What follows belongs to an exercise in optimizing a design on an open flow for small area; a production flow would make more cautious choices. Only simulation tests tie the RTL to the original design; equivalence was not proved. The clock port is modelled as an ideal driver; clocking choices that lean on that would not hold on a real chip.

Setup of epsilon:
==> flow/design.v <==
`timescale 1ns / 1ps
module RX(
    input wire          clk,
    input wire          rst_n,
    input wire          rx_en,
    input wire [1:0]    parity,
    input wire [2:0]    data_bits,
    input wire          stop_bit,
    input wire [15:0]   rx_divisor,
    input wire          rx,
    input wire          rx_data_read,
    input wire          fifo_en,
    input wire          fifo_full,
    output wire         rx_success,
    output wire [8:0]   rx_data,
    output wire         rx_idle,
    output wire         rx_done,
    output wire [2:0]   error
    );
    localparam S_WAIT  = 3'b000,
               S_DONE  = 3'b001,
               S_ABORT = 3'b010,
               S_START = 3'b100,
               S_DATA  = 3'b101,
               S_PAR   = 3'b110,
               S_STOP  = 3'b111;
    reg [2:0]  state;
        reg [15:0] counter;
    reg [3:0]  sample_counter;
    reg [2:0]  samples;
    reg        rx_in;
    reg [2:0]  nb_code;       
    reg [3:0]  remain;        
    reg        par_en;
    reg        par_acc;
    reg [8:0]  shreg;
    reg        ovr;
    wire idle_st  = ~state[2];
    wire st_start = (state == S_START);
    wire st_data  = (state == S_DATA);
    wire st_par   = (state == S_PAR);
    wire st_stop  = (state == S_STOP);
    wire rx_negedge;
    wire start_detect = idle_st & rx_negedge;
    wire tick    = (counter == 16'd1);
    wire bit_end = tick & (sample_counter == 4'd15);
    wire bit_mid = tick & (sample_counter == 4'd10);
    wire frame_end = st_stop & bit_mid & (remain == 4'd10);
    assign rx_idle = (state == S_WAIT);
    assign rx_done = (state == S_DONE);
    reg nrx_sync1, nrx_sync2, nrx_d1;
    always @(posedge clk or negedge rst_n) begin
        if (!rst_n) begin
            nrx_sync1 <= 1'b0;
            nrx_sync2 <= 1'b0;
            nrx_d1    <= 1'b0;
        end else begin
            nrx_sync1 <= rx_en & ~rx;
            nrx_sync2 <= nrx_sync1;
            nrx_d1    <= nrx_sync2;
        end
    end
    wire rx_sync2 = ~nrx_sync2;
    assign rx_negedge = nrx_sync2 & ~nrx_d1;
    always @(posedge clk) begin
        counter <= ({16{~idle_st}} & (counter - 16'd1)) |
                   ({16{idle_st | tick}} & {4'b0, rx_divisor[15:4]});
        sample_counter <= {4{~idle_st}} & (sample_counter + {3'b0, tick});
    end
    always @(posedge clk) begin
        if (sample_counter == 4'd7) samples[0] <= rx_sync2;
        if (sample_counter == 4'd8) samples[1] <= rx_sync2;
        if (rx_idle)
            samples[2] <= 1'b0;
        else if (sample_counter == 4'd9)
            samples[2] <= rx_sync2;
        if (!frame_end)
            rx_in <= (samples[2] & samples[1]) | (samples[1] & samples[0]) | (samples[0] & samples[2]);
    end
    always @(posedge clk) begin
        if (idle_st) begin
            case (data_bits)
                3'd0: nb_code <= 3'd0;
                3'd1: nb_code <= 3'd1;
                3'd2: nb_code <= 3'd2;
                3'd4: nb_code <= 3'd4;
                default: nb_code <= 3'd3;
            endcase
            remain  <= {1'b0, nb_code} + {3'b0, stop_bit};
            par_en  <= parity[1] ^ parity[0];
            par_acc <= parity[0] & ~parity[1];
        end else begin
            if (bit_end & ~st_par)
                remain <= remain - 4'd1;
            if (bit_end & (st_data | st_par))
                par_acc <= par_acc ^ rx_in;
        end
    end
    wire [8:0] ins;
    assign ins[3:0] = 4'b0;
    assign ins[4] = (nb_code == 3'd0);
    assign ins[5] = (nb_code == 3'd1);
    assign ins[6] = (nb_code == 3'd2);
    assign ins[7] = (nb_code == 3'd3);
    assign ins[8] = (nb_code == 3'd4);
    always @(posedge clk) begin
        if (st_start)
            shreg <= ins;
        else if (st_data & bit_end)
            shreg <= ({1'b0, shreg[8:1]} & ~ins) | ({9{rx_in}} & ins);
    end
    always @(posedge clk)
        ovr <= fifo_en ? fifo_full : ~rx_data_read;
    always @(posedge clk or negedge rst_n) begin
        if (!rst_n)
            state <= S_WAIT;
        else if (idle_st)
            state <= rx_negedge ? S_START : S_WAIT;
        else case (state)
            S_START: if (bit_mid) begin
                         if (rx_in) state <= S_ABORT;
                     end else if (bit_end)
                         state <= S_DATA;
            S_DATA:  if (bit_end & shreg[0])
                         state <= par_en ? S_PAR : S_STOP;
            S_PAR:   if (bit_end)
                         state <= S_STOP;
            default: if (frame_end)
                         state <= S_DONE;
        endcase
    end
    assign rx_data    = shreg;
    assign error[2]   = ~rx_in;
    assign error[1]   = par_en & par_acc;
    assign error[0]   = ovr;
    assign rx_success = ~(par_en & par_acc);
endmodule
Settings: LEC_CHECK=0, ABC_AREA=1, CAP_MARGIN=20, CORE_MARGIN=2, CORE_UTILIZATION=60, SLEW_MARGIN=20; clock period 5.0 ns.
standard.sh (not shown) runs the stock make flow with config.mk's settings and CLKGATE_MAP_FILE= SYNTH_SCRIPT=/design/flow/synth_recipe.tcl, a recipe that flattens the netlist after the stock synthesis.
==> flow/flow/run.sh <==
#!/bin/bash
# Standard layout with: no adder cells and an area-oriented ABC mapping script, the smallest
# buffer on the ports, and a flat clock tree of at least three buffers.
set -euo pipefail
here=$(pwd)
cp -r "$FLOW_HOME/scripts" "$here/scripts"
cp "$here/flow/abc_area.script" "$here/scripts/abc_area.script"
ADDER_MAP_FILE= SCRIPTS_DIR="$here/scripts" bash standard.sh synth > synth.log 2>&1
export BUFFER_PORTS_ARGS="-buffer_cell sky130_fd_sc_hd__buf_1"
export CTS_ARGS="-sink_clustering_enable -repair_clock_nets -dont_use_dummy_load -buf_list sky130_fd_sc_hd__clkbuf_4 -root_buf sky130_fd_sc_hd__clkbuf_4"
export POST_CTS_TCL="$here/flow/post_cts.tcl"
export TREE_CELL=sky130_fd_sc_hd__clkbuf_8
export TREE_N=3
export TREE_SLEW=0.100
bash standard.sh > layout.log 2>&1
==> flow/flow/abc_area.script <==
&get -n
&st
&deepsyn -T 20
&dch -f
&nf -R 1000
&put
stime -c
==> flow/flow/post_cts.tcl <==
# Replace the clock tree that CTS built by a flat one: the clock port drives
# N buffers of type TREE_CELL, each at the centre of a k-means cluster of the
# clock sinks. N starts at TREE_N and grows until the estimated clock-pin slew
# is at most TREE_SLEW (ns).
set block [ord::get_db_block]
set clknet [$block findNet clk]

proc flatten_clock {} {
  # reconnect every clock sink to the clock net and remove the tree buffers
  global block clknet
  set tree {}
  foreach inst [$block getInsts] {
    set n [$inst getName]
    if {[string match "clkbuf_*" $n] || [string match "clktree_*" $n]} { lappend tree $inst }
  }
  foreach inst $tree {
    set onet [[$inst findITerm X] getNet]
    [$inst findITerm A] disconnect
    [$inst findITerm X] disconnect
    odb::dbInst_destroy $inst
    if {$onet != "NULL" && $onet != ""} {
      foreach it [$onet getITerms] { $it disconnect; $it connect $clknet }
      odb::dbNet_destroy $onet
    }
  }
}

proc build_tree {nb} {
  global block clknet
  set master [[ord::get_db] findMaster $::env(TREE_CELL)]
  set sinks {}
  foreach it [$clknet getITerms] {
    set loc [[$it getInst] getLocation]
    lappend sinks [list $it [lindex $loc 0] [lindex $loc 1]]
  }
  set sinks [lsort -integer -index 1 $sinks]
  set n [llength $sinks]
  set cent {}
  for {set g 0} {$g < $nb} {incr g} {
    set s [lindex $sinks [expr {int(($g + 0.5) * $n / $nb)}]]
    lappend cent [list [lindex $s 1] [lindex $s 2]]
  }
  for {set iter 0} {$iter < 30} {incr iter} {
    set asg {}
    foreach s $sinks {
      set best 0; set bd 1e18
      for {set g 0} {$g < $nb} {incr g} {
        set c [lindex $cent $g]
        set d [expr {abs([lindex $s 1] - [lindex $c 0]) + abs([lindex $s 2] - [lindex $c 1])}]
        if {$d < $bd} { set bd $d; set best $g }
      }
      lappend asg $best
    }
    set nc {}
    for {set g 0} {$g < $nb} {incr g} {
      set sx 0; set sy 0; set k 0
      foreach s $sinks a $asg { if {$a == $g} { incr k; set sx [expr {$sx + [lindex $s 1]}]; set sy [expr {$sy + [lindex $s 2]}] } }
      if {$k > 0} { lappend nc [list [expr {$sx / $k}] [expr {$sy / $k}]] } else { lappend nc [lindex $cent $g] }
    }
    set cent $nc
  }
  for {set g 0} {$g < $nb} {incr g} {
    set inst [odb::dbInst_create $block $master "clktree_$g"]
    set net [odb::dbNet_create $block "clktree_net_$g"]
    $net setSigType CLOCK
    foreach s $sinks a $asg {
      if {$a == $g} { set it [lindex $s 0]; $it disconnect; $it connect $net }
    }
    set c [lindex $cent $g]
    $inst setLocation [expr {int([lindex $c 0])}] [expr {int([lindex $c 1])}]
    $inst setPlacementStatus PLACED
    [$inst findITerm A] connect $clknet
    [$inst findITerm X] connect $net
  }
  detailed_placement
  estimate_parasitics -placement
  set w 0
  foreach pin [get_pins -hierarchical */CLK] {
    set s [get_property $pin slew_max]
    if {$s > $w} { set w $s }
  }
  return $w
}

set_propagated_clock [all_clocks]
flatten_clock
set nb $::env(TREE_N)
while 1 {
  set w [build_tree $nb]
  puts "clock tree: $nb x $::env(TREE_CELL), worst estimated clock-pin slew $w"
  if {$w <= $::env(TREE_SLEW) || $nb >= 8} break
  flatten_clock
  incr nb
}
check_placement -verbose
report_worst_slack -min
report_worst_slack -max
epsilon did not finish; a tool error ended it in clock tree synthesis.
Edits applied to the flow inputs when going from epsilon to gamma:
-- flow/design.v --
<<< epsilon, line 26
               S_STOP  = 3'b111;
    reg [2:0]  state;
        reg [15:0] counter;
    reg [3:0]  sample_counter;
    reg [2:0]  samples;
>>> gamma, line 26
               S_STOP  = 3'b111;
    reg [2:0]  state;
    reg        rx_sync1, rx_sync2, rx_d1;
    reg [15:0] counter;
    reg [3:0]  sample_counter;
    reg [2:0]  samples;
<<< epsilon, line 41
    wire st_par   = (state == S_PAR);
    wire st_stop  = (state == S_STOP);
    wire rx_negedge;
    wire start_detect = idle_st & rx_negedge;
    wire tick    = (counter == 16'd1);
>>> gamma, line 42
    wire st_par   = (state == S_PAR);
    wire st_stop  = (state == S_STOP);
    wire rx_negedge   = ~rx_sync2 & rx_d1;
    wire start_detect = idle_st & rx_negedge;
    wire tick    = (counter == 16'd1);
<<< epsilon, line 49
    assign rx_idle = (state == S_WAIT);
    assign rx_done = (state == S_DONE);
    reg nrx_sync1, nrx_sync2, nrx_d1;
    always @(posedge clk or negedge rst_n) begin
        if (!rst_n) begin
            nrx_sync1 <= 1'b0;
            nrx_sync2 <= 1'b0;
            nrx_d1    <= 1'b0;
        end else begin
            nrx_sync1 <= rx_en & ~rx;
            nrx_sync2 <= nrx_sync1;
            nrx_d1    <= nrx_sync2;
        end
    end
    wire rx_sync2 = ~nrx_sync2;
    assign rx_negedge = nrx_sync2 & ~nrx_d1;
    always @(posedge clk) begin
        counter <= ({16{~idle_st}} & (counter - 16'd1)) |
>>> gamma, line 50
    assign rx_idle = (state == S_WAIT);
    assign rx_done = (state == S_DONE);
    always @(posedge clk or negedge rst_n) begin
        if (!rst_n) begin
            rx_sync1 <= 1'b1;
            rx_sync2 <= 1'b1;
            rx_d1    <= 1'b1;
        end else begin
            rx_sync1 <= rx_en ? rx : 1'b1;
            rx_sync2 <= rx_sync1;
            rx_d1    <= rx_sync2;
        end
    end
    always @(posedge clk) begin
        counter <= ({16{~idle_st}} & (counter - 16'd1)) |
<<< epsilon, line 69
    end
    always @(posedge clk) begin
        if (sample_counter == 4'd7) samples[0] <= rx_sync2;
        if (sample_counter == 4'd8) samples[1] <= rx_sync2;
        if (rx_idle)
            samples[2] <= 1'b0;
        else if (sample_counter == 4'd9)
            samples[2] <= rx_sync2;
        if (!frame_end)
            rx_in <= (samples[2] & samples[1]) | (samples[1] & samples[0]) | (samples[0] & samples[2]);
>>> gamma, line 67
    end
    always @(posedge clk) begin
        if (rx_idle)
            samples <= 3'b0;
        else begin
            if (sample_counter == 4'd7) samples[0] <= rx_sync2;
            if (sample_counter == 4'd8) samples[1] <= rx_sync2;
            if (sample_counter == 4'd9) samples[2] <= rx_sync2;
        end
        if (!frame_end)
            rx_in <= (samples[2] & samples[1]) | (samples[1] & samples[0]) | (samples[0] & samples[2]);
--- outcome ---
The runs compared here, epsilon and gamma, all ended either early or with open violations.
Stage in which a tool error killed gamma: clock tree synthesis.
gamma vs. epsilon: count of placed standard cells including taps picked up an extra 10; complex-gate fraction of the synthesized area now sits lower; number of enable-type register cells in the synthesized netlist saw a decrease; effective utilization at floorplan shows no meaningful change; post-synthesis xor/xnor area fraction +0.78 points.
The lower synthesized area divided by synthesized cell count came out of gamma.
Between epsilon and gamma, net count after synthesis is lower for epsilon, gamma comes in above that.
The simple-gate share of the synthesized area of gamma is higher than that of epsilon.
On die height: gamma sits above epsilon.
The number of instances in the synthesized netlist reported for gamma is greater than that of epsilon by 10.
Diff epsilon -> gamma: post-DP HPWL went down 2.3%, area of the mapped netlist went up 1.0%.
